From an optimization exercise on the open Yosys and OpenROAD flow, aimed at small area; shortcuts taken in it are not production practice. RTL that was checked went through simulation tests only; none was proved equivalent to the original. The flow treats the clock pin as an ideal source. Dropping or thinning the clock tree relies on that and would not hold on a real chip. Power figures rest on the tool's default switching activity, not on a simulated workload.

## block_controller
module block_controller(
	input clk,
	input bright,
	input rst,
	input left, input right, input p2left, input p2right,
	input two_player,
	input ack,
	input [9:0] hCount, vCount,
	output [11:0] rgb,
	output reg [15:0] score,
	output [15:0] p2score,
	output reg [15:0] highscore
   );
==> flow/config.mk <==
export PLATFORM = sky130hd
export DESIGN_NAME = block_controller
export DESIGN_NICKNAME = block_controller
export VERILOG_FILES = /design/flow/design.v
export SDC_FILE = /design/flow/constraint.sdc
export NUM_CORES = 4
export LEC_CHECK = 0
export CAP_MARGIN = 20
export CORE_MARGIN = 2
export CORE_UTILIZATION = 60
export SLEW_MARGIN = 20
==> flow/constraint.sdc <==
create_clock -name core_clock -period 10.0 [get_ports {clk}]
set_input_delay 2.0000 -clock core_clock [delete_from_list [all_inputs] [get_ports {clk}]]
set_output_delay 2.0000 -clock core_clock [all_outputs]
set_load 0.01 [all_outputs]
standard.sh (not shown) runs the stock make flow with config.mk's settings and CLKGATE_MAP_FILE= SYNTH_SCRIPT=/design/flow/synth_recipe.tcl, a recipe that flattens the netlist after the stock synthesis.
==> flow/flow/run.sh <==
#!/bin/bash
# Own layout flow: the standard flow (standard.sh) with these changes to how the layout is made:
#  - after the standard synthesis, the logic between the registers is re-mapped by ABC for area
#    (remap.tcl): four runs of ABC's deep synthesis with different seeds, then an area mapping;
#    the smallest result is kept. Registers keep the standard synthesis's names and cell types,
#  - the buffers that ABC inserted during synthesis are removed at floorplan,
#  - every input and output port still gets its own buffer, but a sky130_fd_sc_hd__buf_1,
#  - the clock tree is a root buffer and six clock buffers (cts_tree.tcl), each
#    driving one group of nearby registers, in place of TritonCTS,
#  - the constant outputs share one tie cell.
# Each step's full output goes to a log file of its own in this folder.
set -euo pipefail
RES=orfs/results/$FLOW_PLATFORM/block_controller/base
export CLK_COLS=3 CLK_ROWS=2 CLK_BUF=sky130_fd_sc_hd__clkbuf_8 CLK_ROOT=sky130_fd_sc_hd__clkbuf_4
bash standard.sh synth > log_synth.txt 2>&1
cp $RES/1_2_yosys.v $RES/1_2_yosys.std.v
export REMAP_DONT_USE="$(grep -o -- '-dont_use [A-Za-z0-9_]*' orfs/logs/$FLOW_PLATFORM/block_controller/base/1_2_yosys.log | awk '{print $2}' | sort -u | tr '\n' ' ')"
mkdir -p remap
for s in 1 2 3 4; do
  printf 'strash\n&get -n\n&deepsyn -T 180 -S %s\n&put\ndch -f\namap\ntopo\n' $s > remap/area_$s.abc
  REMAP_SCRIPT=remap/area_$s.abc REMAP_OUT=remap/net_$s.v yosys -c flow/remap.tcl > log_remap_$s.txt 2>&1 &
done
wait
best=""; best_area=""
for s in 1 2 3 4; do
  a=$(grep "Chip area for top module" remap/net_$s.v.stat | awk '{print $NF}')
  echo "seed $s: $a" >> log_remap_pick.txt
  if [[ -z "$best" ]] || python3 -c "import sys; sys.exit(0 if $a < $best_area else 1)"; then best=$s; best_area=$a; fi
done
echo "kept seed $best ($best_area)" >> log_remap_pick.txt
cp remap/net_$best.v $RES/1_2_yosys.v
touch $RES/1_2_yosys.v
bash standard.sh \
  REMOVE_ABC_BUFFERS=1 \
  "BUFFER_PORTS_ARGS=-buffer_cell sky130_fd_sc_hd__buf_1" \
  PRE_CTS_TCL=$PWD/flow/cts_tree.tcl \
  SKIP_REPAIR_TIE_FANOUT=1 \
  finish > log_layout.txt 2>&1
Other scripts of this flow, unchanged in this note and not shown: flow/flow/cts_tree.tcl, flow/flow/remap.tcl
The first run went through all stages and came out clean.
Then changed:
- CORE_UTILIZATION: 60 -> 80
After rerunning:
- The changed run failed in global placement (3_3_place_gp) (GPL-0301)
- synthesized area stays the same
- synthesized cell count stays the same
The clock cells of the first run of this note come from the design's own scripts or RTL, not from TritonCTS.

---

## run A
Another version of the RTL of block_controller (not shown whole).
Size: ~83 flip-flops, roughly 6700 sq um of cells after synthesis.
clock: 10.0 ns
lec_check: 0
cap_margin: 20
core_margin: 2
core_utilization: 60
slew_margin: 20
==> flow/flow/run.sh <==
#!/bin/bash
# Own layout flow: the standard flow (standard.sh: standard synthesis, floorplan, power grid,
# placement, CTS, routing), with these changes to how the layout is made:
#  - the buffers that ABC inserted during synthesis are removed at floorplan,
#  - every input and output port still gets its own buffer, but a sky130_fd_sc_hd__buf_1,
#  - CTS builds the tree from small clock buffers and adds no dummy loads.
# Each step's full output goes to a log file of its own in this folder.
set -euo pipefail
bash standard.sh synth > log_synth.txt 2>&1
bash standard.sh \
  REMOVE_ABC_BUFFERS=1 \
  "BUFFER_PORTS_ARGS=-buffer_cell sky130_fd_sc_hd__buf_1" \
  "CTS_ARGS=-sink_clustering_enable -repair_clock_nets -dont_use_dummy_load -buf_list sky130_fd_sc_hd__clkbuf_8" \
  finish > log_layout.txt 2>&1
Run A: PASS, flow complete, no timing, DRC or antenna violations
What run B does differently from run A at the input level:
==> flow/flow/run.sh <==
#!/bin/bash
# Own layout flow: the standard flow (standard.sh) with these changes to how the layout is made:
#  - after the standard synthesis, the logic between the registers is re-mapped by ABC for area
#    (remap.tcl, area.abc); registers keep the standard synthesis's names and cell types,
#  - the buffers that ABC inserted during synthesis are removed at floorplan,
#  - every input and output port still gets its own buffer, but a sky130_fd_sc_hd__buf_1,
#  - CTS builds the tree from a few clock buffers and adds no dummy loads,
#  - the constant outputs share one tie cell.
# Each step's full output goes to a log file of its own in this folder.
set -euo pipefail
RES=orfs/results/$FLOW_PLATFORM/block_controller/base
bash standard.sh synth > log_synth.txt 2>&1
cp $RES/1_2_yosys.v $RES/1_2_yosys.std.v
export REMAP_DONT_USE="$(grep -o -- '-dont_use [A-Za-z0-9_]*' orfs/logs/$FLOW_PLATFORM/block_controller/base/1_2_yosys.log | awk '{print $2}' | sort -u | tr '\n' ' ')"
yosys -c flow/remap.tcl > log_remap.txt 2>&1
touch $RES/1_2_yosys.v
bash standard.sh \
  REMOVE_ABC_BUFFERS=1 \
  "BUFFER_PORTS_ARGS=-buffer_cell sky130_fd_sc_hd__buf_1" \
  "CTS_ARGS=-sink_clustering_enable -repair_clock_nets -dont_use_dummy_load -buf_list sky130_fd_sc_hd__clkbuf_16 -sink_clustering_size 30 -sink_clustering_max_diameter 150" \
  SKIP_REPAIR_TIE_FANOUT=1 \
  finish > log_layout.txt 2>&1
==> flow/flow/area.abc (new file) <==
strash
&get -n
&deepsyn -T 60
&put
dch -f
amap
topo
==> flow/flow/remap.tcl (new file) <==
# Re-map the combinational logic of the standard synthesis netlist for area.
# The registers (instance names, cell types and connections) are left exactly as the standard
# synthesis made them; only the logic between them is re-mapped by ABC with an area script.
yosys -import
set lib $::env(FLOW_HOME)/platforms/$::env(FLOW_PLATFORM)/lib/sky130_fd_sc_hd__tt_025C_1v80.lib
set res orfs/results/$::env(FLOW_PLATFORM)/block_controller/base
set dont_use {}
foreach c $::env(REMAP_DONT_USE) { lappend dont_use -dont_use $c }
read_liberty -ignore_miss_func -ignore_miss_dir $lib
read_verilog $res/1_2_yosys.std.v
hierarchy -top $::env(FLOW_TOP)
setattr -mod -set keep_hierarchy 1 sky130_fd_sc_hd__df* sky130_fd_sc_hd__edf* sky130_fd_sc_hd__sdf*
flatten
opt -purge
abc -liberty $lib -script flow/area.abc {*}$dont_use
opt_clean -purge
hilomap -singleton -hicell sky130_fd_sc_hd__conb_1 HI -locell sky130_fd_sc_hd__conb_1 LO
opt_clean -purge
stat -liberty $lib
select $::env(FLOW_TOP)
write_verilog -noattr -noexpr -nohex -nodec -selected $res/1_2_yosys.v
Results
[compare] base=run A new=run B: switching part of the total power fell 12 points, logic gate share of total power went down 32 points, core occupancy in the finished layout now sits higher, achievable clock frequency moved up. Summary: with run A as the reference, layout multi-input combinational cell count in run B moved up by a few percent. Diff run A -> run B: layout overhead on the synthesized area has increased; pin count of the biggest net entering global routing has decreased; routed wire length has decreased; clock network area share has increased. Run A → run B: total power dropped about 50%; sequential group share of total power went up.
--- input diff run B..run C ---
diff --git a/flow/flow/run.sh b/flow/flow/run.sh
--- a/flow/flow/run.sh
+++ b/flow/flow/run.sh
@@ -7,2 +7 @@
-#  - CTS builds the tree from a few clock buffers and adds no dummy loads,
-#  - the constant outputs share one tie cell.
+#  - CTS builds the tree from small clock buffers and adds no dummy loads.
@@ -20,2 +19 @@
-  "CTS_ARGS=-sink_clustering_enable -repair_clock_nets -dont_use_dummy_load -buf_list sky130_fd_sc_hd__clkbuf_16 -sink_clustering_size 30 -sink_clustering_max_diameter 150" \
-  SKIP_REPAIR_TIE_FANOUT=1 \
+  "CTS_ARGS=-sink_clustering_enable -repair_clock_nets -dont_use_dummy_load -buf_list sky130_fd_sc_hd__clkbuf_8" \
==> flow/flow/area.abc <==
strash
dch -f
amap
topo
Findings:
- [compare] base=run B new=run C: worst setup slack lost 530 ps, non-filler instance count after layout picked up an extra about 18%, total power divided by cell area picked up an extra 150 nW/um^2, sequential portion of the cell area lost 3.0 points.
- Min met3 routed wirelength across run B and run C: run B
No run of this note included a check of the RTL's function; only the layout flow was run.

## re-timing with driven ports
No port has a modelled driver above. Below, the same layouts with a new extraction and two added sets of constraints.
Step 1 assumes that a clkbuf_16 drives the clock port and a buf_2 every other input.
Step 2 also shifts input and output timing later by t, the mid clock arrival at the registers, as if the neighbouring blocks saw the same clock.
Three values: ideal, step 1, step 2; two values: the first two.
run | t (ns) | setup WS [ns] | latest minus earliest clock arrival (ns) | worst slew at a driven data input, ns
the first run of note 1 | 0.458 | 1.777 / 1.777 / 1.777 | 0.025 / 0.025 | 0.04
run A | 0.397 | 0.547 / 0.515 / 0.515 | 0.014 / 0.014 | 0.04
run B | 0.371 | 2.126 / 2.126 / 2.126 | 0.016 / 0.016 | 0.04
run C | 0.387 | 1.591 / 1.554 / 1.554 | 0.036 / 0.035 | 0.07
After both steps every run listed still meets setup and hold. For run C, which loses most, drivers alone change the setup slack by -0.037 ns; drivers and shift together by -0.037 ns.
